Source: an optimization exercise on an open RTL-to-GDS flow (aim: a short achievable clock period and few clock cycles). Production flows keep margins and buffers that such runs may drop.
Where RTL was checked, it was by simulation tests only, not by an equivalence proof against the original.
No activity file was given, so power comes from the tool's default toggle rates.

==> v3 <==
Design ARM, start of the top module:
module ARM
	(
		CLK,
		RST,
		INST_ADDR,
		INST_DATA,
		SRAM_ADDR,
		SRAM_WE_N,
		SRAM_DQ_OUT,
		SRAM_DQ_IN
	);
==> flow/config.mk <==
export PLATFORM = sky130hd
export DESIGN_NAME = ARM
export DESIGN_NICKNAME = ARM
export VERILOG_FILES = /design/flow/design.v
export SDC_FILE = /design/flow/constraint.sdc
export NUM_CORES = 4
export LEC_CHECK = 0
export ABC_CLOCK_PERIOD_IN_PS = 10000
export CAP_MARGIN = 20
export CORE_MARGIN = 2
export CORE_UTILIZATION = 40
export SETUP_SLACK_MARGIN = 3
export SLEW_MARGIN = 20
export SYNTH_HIERARCHICAL = 1
==> flow/constraint.sdc <==
create_clock -name core_clock -period 20.0 [get_ports {CLK}]
set_input_delay 4.0000 -clock core_clock [delete_from_list [all_inputs] [get_ports {CLK}]]
set_output_delay 4.0000 -clock core_clock [all_outputs]
set_load 0.01 [all_outputs]
standard.sh (not shown) runs the stock make flow with config.mk's settings and CLKGATE_MAP_FILE= SYNTH_SCRIPT=/design/flow/synth_recipe.tcl, a recipe that flattens the netlist after the stock synthesis.
==> flow/flow/run.sh <==
#!/bin/bash
# Layout flow: the standard synthesis unchanged, then the standard ORFS
# layout steps with timing repair aimed well below the clock constraint
# (a larger setup margin and full TNS repair), so the achieved period is
# pushed down. Each step's full output goes to a log file here; ORFS also
# keeps its per-stage logs under orfs/logs.
set -euo pipefail
MARGIN=${FLOW_SETUP_MARGIN:-14.5}
bash standard.sh synth > flow_synth.log 2>&1
bash standard.sh SETUP_SLACK_MARGIN=$MARGIN TNS_END_PERCENT=100 finish > flow_layout.log 2>&1
==> v28 (differences from v3) <==
--- a/flow/design.v
+++ b/flow/design.v
@@ -53,12 +53,33 @@
     wire z_logic = ~|logic_r;
     assign nzcv[3] = result[31];
     assign nzcv[2] = arith ? z_arith : z_logic;
     assign nzcv[1] = arith ? (sum[32] ^ sub) : mvn;
     assign nzcv[0] = arith & ((result[31] ^ opa[31]) & ~(opa[31] ^ bx[31]));
 endmodule
+module ZeroFlag (
+    input  [31:0] alu_q, ld_q, ex_a, ex_b,
+    input         fa_alu, fa_ld, fb_alu, fb_ld,
+    input         add, sub, usec, op_and, orr, eor, mov, mvn,
+    input         c_in,
+    output        z
+);
+    wire [31:0] opa = fa_alu ? alu_q : fa_ld ? ld_q : ex_a;
+    wire [31:0] opb = fb_alu ? alu_q : fb_ld ? ld_q : ex_b;
+    wire [31:0] bx  = sub ? ~opb : opb;
+    wire        cin = usec ? c_in : sub;
+    wire [31:0] logic_r = ({32{op_and}} & (opa & opb)) |
+                          ({32{orr}} & (opa | opb)) |
+                          ({32{eor}} & (opa ^ opb)) |
+                          ({32{mov}} & opb) |
+                          ({32{mvn}} & ~opb);
+    wire [31:0] zt = {opa[30:0] | bx[30:0], cin};
+    wire z_arith = &(~(opa ^ bx ^ zt));
+    wire z_logic = ~|logic_r;
+    assign z = (add | sub) ? z_arith : z_logic;
+endmodule
 module FetchStage (
     input  [31:0] inst,		 
     input  [7:0]  pcw,		 
     input         pc_last,	 
     input  [3:0]  flags,	 
     input         stable,	 
@@ -125,12 +146,13 @@
     assign take = isbr & pred;
     assign nxt_w = (take & allow) ? sum[7:0] : early_w;
 endmodule
 module HazardDetectionUnit (
     input  [31:0] ir,
     input         valid,
+    input  [14:0] sa, s2, sd,	 
     input  [14:0] pending,
     input         ld_done,
     input  [3:0]  ld_dest,
     input         ex_ld_go,
     input         ex_wr,
     input  [3:0]  ex_dest,
@@ -156,24 +178,18 @@
     wire [3:0] rm = ir[3:0];
     wire [3:0] r2 = is_st ? rd : rm;
     wire use_a = (m00 & ~o_mov & ~o_mvn) | is_mem;
     wire use_m = (m00 & ~ir[25]) | is_st;
     wire breg = m00 & ~ir[25];
     wire bshift = breg & ~ir[4] & (ir[11:7] != 5'd0);
-    function busy;
-        input [3:0] r;
-        input [14:0] pend;
-        input ldd; input [3:0] ldr;
-        input exl; input [3:0] exr;
-        begin
-            busy = (r != 4'd15 && pend[r] && !(ldd && ldr == r)) || (exl && exr == r);
-        end
-    endfunction
-    wire haz = (use_a & busy(rn, pending, ld_done, ld_dest, ex_ld_go, ex_dest)) |
-               (use_m & busy(r2, pending, ld_done, ld_dest, ex_ld_go, ex_dest)) |
-               (d_wb  & busy(rd, pending, ld_done, ld_dest, ex_ld_go, ex_dest));
+    reg [14:0] busy;
+    integer i;
+    always @(*)
+        for (i = 0; i < 15; i = i + 1)
+            busy[i] = (pending[i] & ~(ld_done & (ld_dest == i))) | (ex_ld_go & (ex_dest == i));
+    wire haz = (use_a & |(sa & busy)) | (use_m & |(s2 & busy)) | (d_wb & |(sd & busy));
     wire memfull = is_mem & (q_full | (q_near & ex_mem));
     wire shdep = bshift & ((ex_wr & (ex_dest == rm)) | (ld_done & (ld_dest == rm)));
     assign stall = valid & (haz | memfull | shdep);
 endmodule
 module ARM
 	(
@@ -214,54 +230,60 @@
 				4'd12: cond_ok = ~f[2] & (f[3] == f[0]);
 				4'd13: cond_ok = f[2] | (f[3] != f[0]);
 				default: cond_ok = 1'b1;
 			endcase
 		end
 	endfunction
+	integer i;
 	reg [31:0] pc;
 	reg        id_valid;
 	reg        ex_valid;
 	reg [14:0] rf_set;			 
 	reg [3:0]  flags;			 
 	reg [14:0] pending;			 
 	reg        wb_alu_v, wb_ld_v;	 
 	reg        act_v;
-	reg        sram_we_n_q;
-	localparam QD = 4;
-	localparam QW = 3;
+	localparam QD = 3;
+	localparam QW = 2;
 	reg [QW-1:0] q_cnt;
 	reg [31:0] rf [0:14];
 	reg [31:0] id_ir, id_pc, id_pc4;
+	reg [14:0] id_sa, id_s2, id_sd;	 
+	reg [3:0]  id_r2;				 
+	reg        id_ba_alu, id_ba_ld, id_b2_alu, id_b2_ld;	 
 	reg        id_pred, id_near;
 	reg [3:0]  ex_cond;
 	reg        ex_wb, ex_setf, ex_ld, ex_st, ex_br, ex_pred;
 	reg [3:0]  ex_dest;
 	reg        ex_add, ex_sub, ex_usec, ex_and, ex_orr, ex_eor, ex_mov, ex_mvn;
 	reg [31:0] ex_b;
-	reg [18:0] ex_imm_adj;
+	reg [18:0] ex_imm_adj, ex_imm_adj2;
 	reg        ex_early;		 
 	reg [31:0] ex_a, ex_m;
 	reg        ex_fa_alu, ex_fa_ld, ex_fm_alu, ex_fm_ld, ex_fb_alu, ex_fb_ld;
 	reg [31:0] ex_alt_pc;
 	reg [31:0] alu_q;			 
 	reg [31:0] ld_q;			 
 	reg [3:0]  wb_alu_d, wb_ld_d;
 	reg        act_ph, act_ld;
 	reg [3:0]  act_dest;
 	reg [15:0] act_hi, act_lo;
-	reg [17:0] sram_addr_q;
+	reg [31:0] pc_o;
+	reg        sram_we_n_o;
+	reg [17:0] sram_addr_q;		 
+	reg [17:0] sram_addr_hi;		 
 	reg [15:0] sram_dq_q;
 	reg        q_ld [0:QD-1];
 	reg [17:0] q_h [0:QD-1];
 	reg [31:0] q_d [0:QD-1];
 	reg [3:0]  q_dest [0:QD-1];
 	wire [31:0] id_tgt = id_pc4 + {{22{id_ir[7]}}, id_ir[7:0], 2'b00};
-	assign INST_ADDR   = pc;
+	assign INST_ADDR   = pc_o;
 	assign SRAM_ADDR   = sram_addr_q;
 	assign SRAM_DQ_OUT = sram_dq_q;
-	assign SRAM_WE_N   = sram_we_n_q;
+	assign SRAM_WE_N   = sram_we_n_o;
 	wire ex_pass = cond_ok(ex_cond, flags);
 	wire [31:0] opa, result;
 	wire [3:0]  nzcv;
 	ALU alu (
 		.alu_q(alu_q), .ld_q(ld_q), .ex_a(ex_a), .ex_b(ex_b),
 		.fa_alu(ex_fa_alu), .fa_ld(ex_fa_ld), .fb_alu(ex_fb_alu), .fb_ld(ex_fb_ld),
@@ -270,20 +292,28 @@
 		.opa(opa), .result(result), .nzcv(nzcv)
 	);
 	wire [31:0] opm = ex_fm_alu ? alu_q : ex_fm_ld ? ld_q : ex_m;
 	wire ex_do    = ex_valid & ex_pass;
 	wire ex_wr    = ex_do & ex_wb & ~ex_ld;
 	wire ex_redir = ex_valid & ex_br & (ex_pass != ex_pred);
-	wire z_next = (ex_valid & ex_pass & ex_setf) ? nzcv[2] : flags[2];
+	wire ex_z;
+	ZeroFlag zf (
+		.alu_q(alu_q), .ld_q(ld_q), .ex_a(ex_a), .ex_b(ex_b),
+		.fa_alu(ex_fa_alu), .fa_ld(ex_fa_ld), .fb_alu(ex_fb_alu), .fb_ld(ex_fb_ld),
+		.add(ex_add), .sub(ex_sub), .usec(ex_usec), .op_and(ex_and), .orr(ex_orr),
+		.eor(ex_eor), .mov(ex_mov), .mvn(ex_mvn), .c_in(flags[1]), .z(ex_z)
+	);
+	wire z_next = (ex_valid & ex_pass & ex_setf) ? ex_z : flags[2];
 	wire id_zbr = id_valid & is_br & (id_ir[31:29] == 3'b000);
 	wire id_ztk = id_ir[28] ^ z_next;
 	wire id_br_pred = id_zbr ? id_ztk : id_pred;	 
 	wire id_redir = id_valid & is_br & ~ex_redir &
 	                ((id_br_pred != id_pred) | (id_pred & ~id_near));
 	wire [31:0] id_redir_pc = id_br_pred ? id_tgt : id_pc4;
 	wire [18:0] maddr = opa[18:0] + ex_imm_adj;
+	wire [18:0] maddr2 = opa[18:0] + ex_imm_adj2;	 
 	wire        iss_v = ex_do & (ex_st | (ex_ld & ~ex_early));
 	wire early_abort = ex_valid & ex_ld & ex_early & ~ex_pass;
 	wire ld_done   = act_v & act_ph & act_ld;
 	wire sram_free = ~act_v | act_ph;
 	wire q_pop     = sram_free & (q_cnt != 0);
 	wire direct    = sram_free & (q_cnt == 0) & iss_v;
@@ -311,26 +341,31 @@
 	wire o_tst = m00 & (opc == 4'b1000);
 	wire d_wb = o_mov | o_mvn | o_add | o_adc | o_sub | o_sbc | o_orr | o_eor |
 	            (o_and & (id_ir != 32'hE000_0000)) | is_ld;
 	wire [3:0] rn = id_ir[19:16];
 	wire [3:0] rd = id_ir[15:12];
 	wire [3:0] rm = id_ir[3:0];
-	wire [3:0] r2 = is_st ? rd : rm;
+	wire [3:0] r2 = id_r2;
 	wire breg = m00 & ~id_ir[25];					 
 	wire [4:0] samt = id_ir[4] ? 5'd0 : id_ir[11:7];
 	wire bshift = breg & (samt != 5'd0);			 
-	wire [31:0] rd_a = (wb_alu_v && wb_alu_d == rn) ? alu_q :
-	                   (wb_ld_v && wb_ld_d == rn) ? ld_q :
-	                   (rn == 4'd15) ? 32'b0 : rf_set[rn] ? rf[rn] : {28'b0, rn};
-	wire [31:0] rd_m = (wb_alu_v && wb_alu_d == r2) ? alu_q :
-	                   (wb_ld_v && wb_ld_d == r2) ? ld_q :
-	                   (r2 == 4'd15) ? 32'b0 : rf_set[r2] ? rf[r2] : {28'b0, r2};
+	reg [31:0] rf_a, rf_m;
+	always @(*) begin
+		rf_a = 32'b0;
+		rf_m = 32'b0;
+		for (i = 0; i < 15; i = i + 1) begin
+			rf_a = rf_a | ({32{id_sa[i]}} & (rf_set[i] ? rf[i] : i));
+			rf_m = rf_m | ({32{id_s2[i]}} & (rf_set[i] ? rf[i] : i));
+		end
+	end
+	wire [31:0] rd_a = id_ba_alu ? alu_q : id_ba_ld ? ld_q : rf_a;
+	wire [31:0] rd_m = id_b2_alu ? alu_q : id_b2_ld ? ld_q : rf_m;
 	wire ex_ld_go = ex_do & ex_ld;
 	wire id_stall;
 	HazardDetectionUnit hdu (
-		.ir(id_ir), .valid(id_valid), .pending(pending),
+		.ir(id_ir), .valid(id_valid), .sa(id_sa), .s2(id_s2), .sd(id_sd), .pending(pending),
 		.ld_done(ld_done), .ld_dest(act_dest), .ex_ld_go(ex_ld_go),
 		.ex_wr(ex_wr), .ex_dest(ex_dest),
 		.q_full(q_cnt >= QD), .q_near(q_cnt == QD - 1),
 		.ex_mem(ex_valid & (ex_ld | ex_st)), .stall(id_stall)
 	);
 	reg [31:0] shifted;
@@ -346,40 +381,51 @@
 	wire [31:0] imm12 = {{20{id_ir[11]}}, id_ir[11:0]};
 	wire [31:0] imm_adj = imm12 - 32'd1024;
 	wire early = id_valid & is_ld & ~id_stall & ~ex_redir & sram_free & (q_cnt == 0) &
 	             ~(ex_valid & (ex_ld | ex_st)) &
 	             ~(ex_wr & (ex_dest == rn)) & ~(ld_done & (act_dest == rn));
 	wire [18:0] early_addr = rd_a[18:0] + imm_adj[18:0];
+	wire [18:0] early_addr2 = rd_a[18:0] + (imm_adj[18:0] + 19'd2);
+	function [14:0] onehot;
+		input [3:0] r;
+		onehot = 15'b1 << r;
+	endfunction
+	wire f_st = (INST_DATA[27:26] == 2'b01) & (INST_DATA[24:21] == 4'b0100) & ~INST_DATA[20];
+	wire [14:0] f_sa = onehot(INST_DATA[19:16]);
+	wire [14:0] f_sd = onehot(INST_DATA[15:12]);
+	wire [14:0] f_s2 = f_st ? f_sd : onehot(INST_DATA[3:0]);
+	wire [3:0]  f_r2 = f_st ? INST_DATA[15:12] : INST_DATA[3:0];
+	wire [3:0]  nx_rn = id_stall ? rn : INST_DATA[19:16];
+	wire [3:0]  nx_r2 = id_stall ? r2 : f_r2;
 	wire [31:0] pc4 = pc + 32'd4;
 	wire f_stable = ~(id_valid & id_ir[20]) & ~(ex_valid & ex_setf & ex_pass);
-	wire [31:0] pc_early = ex_redir ? ex_alt_pc : id_redir ? id_redir_pc :
-	                       id_stall ? pc : pc4;
-	wire f_allow = ~ex_redir & ~id_redir & ~id_stall;
+	wire [31:0] pc_early = ex_redir ? ex_alt_pc : id_stall ? pc : pc4;
+	wire f_allow = ~ex_redir & ~id_stall;
 	wire f_take, f_near;
+	wire [31:0] pc_next;
 	wire [7:0] f_nxt;
 	FetchStage fs (
 		.inst(INST_DATA), .pcw(pc[9:2]), .pc_last(&pc[9:2]),
 		.flags(flags), .stable(f_stable), .early_w(pc_early[9:2]), .allow(f_allow),
 		.take(f_take), .near(f_near), .nxt_w(f_nxt)
 	);
-	integer i;
+	assign pc_next = id_redir ? id_redir_pc : {pc_early[31:10], f_nxt, pc_early[1:0]};
 	always @(posedge CLK or posedge RST) begin
 		if (RST) begin
 			pc <= 32'b0;
 			id_valid <= 1'b0;
 			ex_valid <= 1'b0;
 			rf_set <= 15'b0;
 			flags <= 4'b0;
 			pending <= 15'b0;
 			wb_alu_v <= 1'b0;
 			wb_ld_v <= 1'b0;
 			act_v <= 1'b0;
-			sram_we_n_q <= 1'b1;
 			q_cnt <= 0;
 		end else begin
-			pc <= {pc_early[31:10], f_nxt, pc_early[1:0]};
+			pc <= pc_next;
 			if (ex_redir | id_redir)
 				id_valid <= 1'b0;
 			else if (!id_stall)
 				id_valid <= 1'b1;
 			ex_valid <= id_valid & ~id_stall & ~ex_redir;
 			if (ex_do & ex_setf)
@@ -392,40 +438,35 @@
 			for (i = 0; i < 15; i = i + 1) begin
 				if (ex_ld_go && ex_dest == i)
 					pending[i] <= 1'b1;
 				else if (ld_done && act_dest == i)
 					pending[i] <= 1'b0;
 			end
-			if (early_abort) begin
+			if (early_abort)
 				act_v <= 1'b0;
-				sram_we_n_q <= 1'b1;
-			end else if (sram_free) begin
-				if (q_cnt != 0) begin
-					act_v <= 1'b1;
-					sram_we_n_q <= q_ld[0];
-				end else if (iss_v) begin
-					act_v <= 1'b1;
-					sram_we_n_q <= ex_ld;
-				end else if (early) begin
-					act_v <= 1'b1;
-					sram_we_n_q <= 1'b1;
-				end else begin
-					act_v <= 1'b0;
-					sram_we_n_q <= 1'b1;
-				end
-			end
+			else if (sram_free)
+				act_v <= (q_cnt != 0) | iss_v | early;
 			q_cnt <= q_cnt_p + q_push;
 		end
 	end
+	wire we_n_next = early_abort ? 1'b1 :
+	                 sram_free ? ((q_cnt != 0) ? q_ld[0] : iss_v ? ex_ld : 1'b1) :
+	                 act_ld;
 	always @(posedge CLK) begin
+		pc_o <= RST ? 32'b0 : pc_next;
+		sram_we_n_o <= RST | we_n_next;
 		if (!id_stall) begin
 			id_ir <= INST_DATA;
 			id_pc <= pc;
 			id_pred <= f_take;
 			id_near <= f_near;
 			id_pc4 <= pc4;
+			id_sa <= f_sa;
+			id_s2 <= f_s2;
+			id_sd <= f_sd;
+			id_r2 <= f_r2;
 		end
 		ex_cond <= id_ir[31:28];
 		ex_wb <= d_wb;
 		ex_setf <= id_ir[20];
 		ex_ld <= is_ld;
 		ex_st <= is_st;
@@ -439,13 +480,18 @@
 		ex_orr <= o_orr;
 		ex_eor <= o_eor;
 		ex_mov <= o_mov;
 		ex_mvn <= o_mvn;
 		ex_b <= breg ? shifted : is_mem ? imm12 : rot_sh[31:0];
 		ex_imm_adj <= imm_adj[18:0];
+		ex_imm_adj2 <= imm_adj[18:0] + 19'd2;
 		ex_early <= early;
+		id_ba_alu <= ex_wr & (ex_dest == nx_rn);
+		id_ba_ld <= ld_done & (act_dest == nx_rn);
+		id_b2_alu <= ex_wr & (ex_dest == nx_r2);
+		id_b2_ld <= ld_done & (act_dest == nx_r2);
 		ex_a <= rd_a;
 		ex_m <= rd_m;
 		ex_fa_alu <= ex_wr & (ex_dest == rn);
 		ex_fm_alu <= ex_wr & (ex_dest == r2);
 		ex_fa_ld <= ld_done & (act_dest == rn);
 		ex_fm_ld <= ld_done & (act_dest == r2);
@@ -462,23 +508,26 @@
 		if (ld_done)
 			ld_q <= ld_word;
 		if (sram_free) begin
 			act_ph <= 1'b0;
 			if (q_cnt != 0) begin
 				act_ld <= q_ld[0]; act_dest <= q_dest[0];
-				sram_addr_q <= q_h[0]; sram_dq_q <= q_d[0][15:0]; act_hi <= q_d[0][31:16];
+				sram_addr_q <= q_h[0]; sram_addr_hi <= q_h[0] + 18'd1;
+				sram_dq_q <= q_d[0][15:0]; act_hi <= q_d[0][31:16];
 			end else if (iss_v) begin
 				act_ld <= ex_ld; act_dest <= ex_dest;
-				sram_addr_q <= maddr[18:1]; sram_dq_q <= opm[15:0]; act_hi <= opm[31:16];
+				sram_addr_q <= maddr[18:1]; sram_addr_hi <= maddr2[18:1];
+				sram_dq_q <= opm[15:0]; act_hi <= opm[31:16];
 			end else begin
 				act_ld <= 1'b1; act_dest <= rd;
-				sram_addr_q <= early_addr[18:1];
+				sram_addr_q <= early_addr[18:1]; sram_addr_hi <= early_addr2[18:1];
+				sram_dq_q <= opm[15:0];
 			end
 		end else begin
 			act_ph <= 1'b1;
-			sram_addr_q <= sram_addr_q + 18'd1;
+			sram_addr_q <= sram_addr_hi;
 			sram_dq_q <= act_hi;
 			act_lo <= SRAM_DQ_IN;
 		end
 		for (i = 0; i < QD; i = i + 1) begin
 			if (q_push && q_cnt_p == i) begin
 				q_ld[i] <= ex_ld; q_h[i] <= maddr[18:1]; q_d[i] <= opm; q_dest[i] <= ex_dest;
==> flow/flow/run.sh (replaced) <==
#!/bin/bash
# Layout flow: the standard synthesis unchanged, then the standard ORFS
# layout steps with timing repair aimed well below the clock constraint
# (a larger setup margin and full TNS repair), sizing not held to the cell
# footprint, and port buffers of a stronger cell, so the achieved period is
# pushed down. Each step's full output goes to a log file here; ORFS also
# keeps its per-stage logs under orfs/logs.
set -euo pipefail
MARGIN=${FLOW_SETUP_MARGIN:-14.8}
bash standard.sh synth > flow_synth.log 2>&1
bash standard.sh SETUP_SLACK_MARGIN=$MARGIN TNS_END_PERCENT=100 MATCH_CELL_FOOTPRINT=0 \
  "BUFFER_PORTS_ARGS=-buffer_cell sky130_fd_sc_hd__buf_4" finish > flow_layout.log 2>&1
==> results.txt <==
Outcome: v28 no timing/DRC/antenna violations; v3 no timing/DRC/antenna violations
Setup slack of the critical path after layout: v28 14.63 ns; v3 14.45 ns
Post-Layout Inst Area: v28 0.0890 mm²; v3 0.0871 mm²
Final weighted congestion in routability-driven placement: v28 1.03; v3 1.07
Required time at the endpoint of the critical path: v28 20.64 ns; v3 20.69 ns
Detailed-route wire length per cell: v28 34.1 µm; v3 34.3 µm
Max-slew headroom: v28 0.166; v3 0.142
Num tapcells: v28 2,624; v3 2,480
Share of flip-flops with an asynchronous set or reset: v28 0.0601; v3 0.0647
Routed wire length on met2: v28 154,000 µm; v3 142,000 µm
Wire length on met1: v28 140,000 µm; v3 126,000 µm
Drt first-iter violations: v28 11,300; v3 11,000
Flop2flop setup slack: v28 14.63 ns; v3 14.45 ns
Seq power: v28 0.00384 W; v3 0.00385 W
Worst setup timing slack at the placement stage: v28 13.67 ns; v3 12.65 ns
Portion of total power attributed to combinational logic: v28 0.475; v3 0.462
Max VDD drop: v28 0.000102 V; v3 0.000197 V
EDFF count, synth: v28 842; v3 851
Multiplexer share of the synthesized area: v28 0.129; v3 0.173
Combinational logic power: v28 0.00590 W; v3 0.00556 W
Top cell type's share of synthesized area: v28 0.321; v3 0.342
Worst path depth: v28 14; v3 19
Setup crit end: v28 ex_b[29]; v3 ex_b[28]
Testbench counts of v3, summed over its fixed seeds: cycles 42,132.
The RTL of v28 was laid out without a check of its function.

==> re-timing with driven ports <==
In the flow no input, the clock included, has a driving cell. The finished layouts below were timed again as built, in two steps. Step 1: set_driving_cell puts a clkbuf_16 on CLK and a buf_2 on each other input, an assumption about the parent block. Step 2 times the ports against the registers' clock, not the clock port: input delays grow and output delays shrink by t, the midpoint of the rising clock arrivals with the driver on. a / b / c = no drivers / after step 1 / after step 2; a / b = the first two.
run | shift t [ns] | setup WS [ns] | clock arrival spread, ns | cell pins on the clock port's net
v3 | 0.889 | 14.447 / 14.437 / 13.570 | 0.079 / 0.078 | 1
v28 | 0.925 | 14.632 / 14.588 / 13.881 | 0.050 / 0.050 | 1
After both steps every run listed still meets setup and hold. For v3, which loses most, drivers alone change the setup slack by -0.010 ns; drivers and shift together by -0.877 ns.
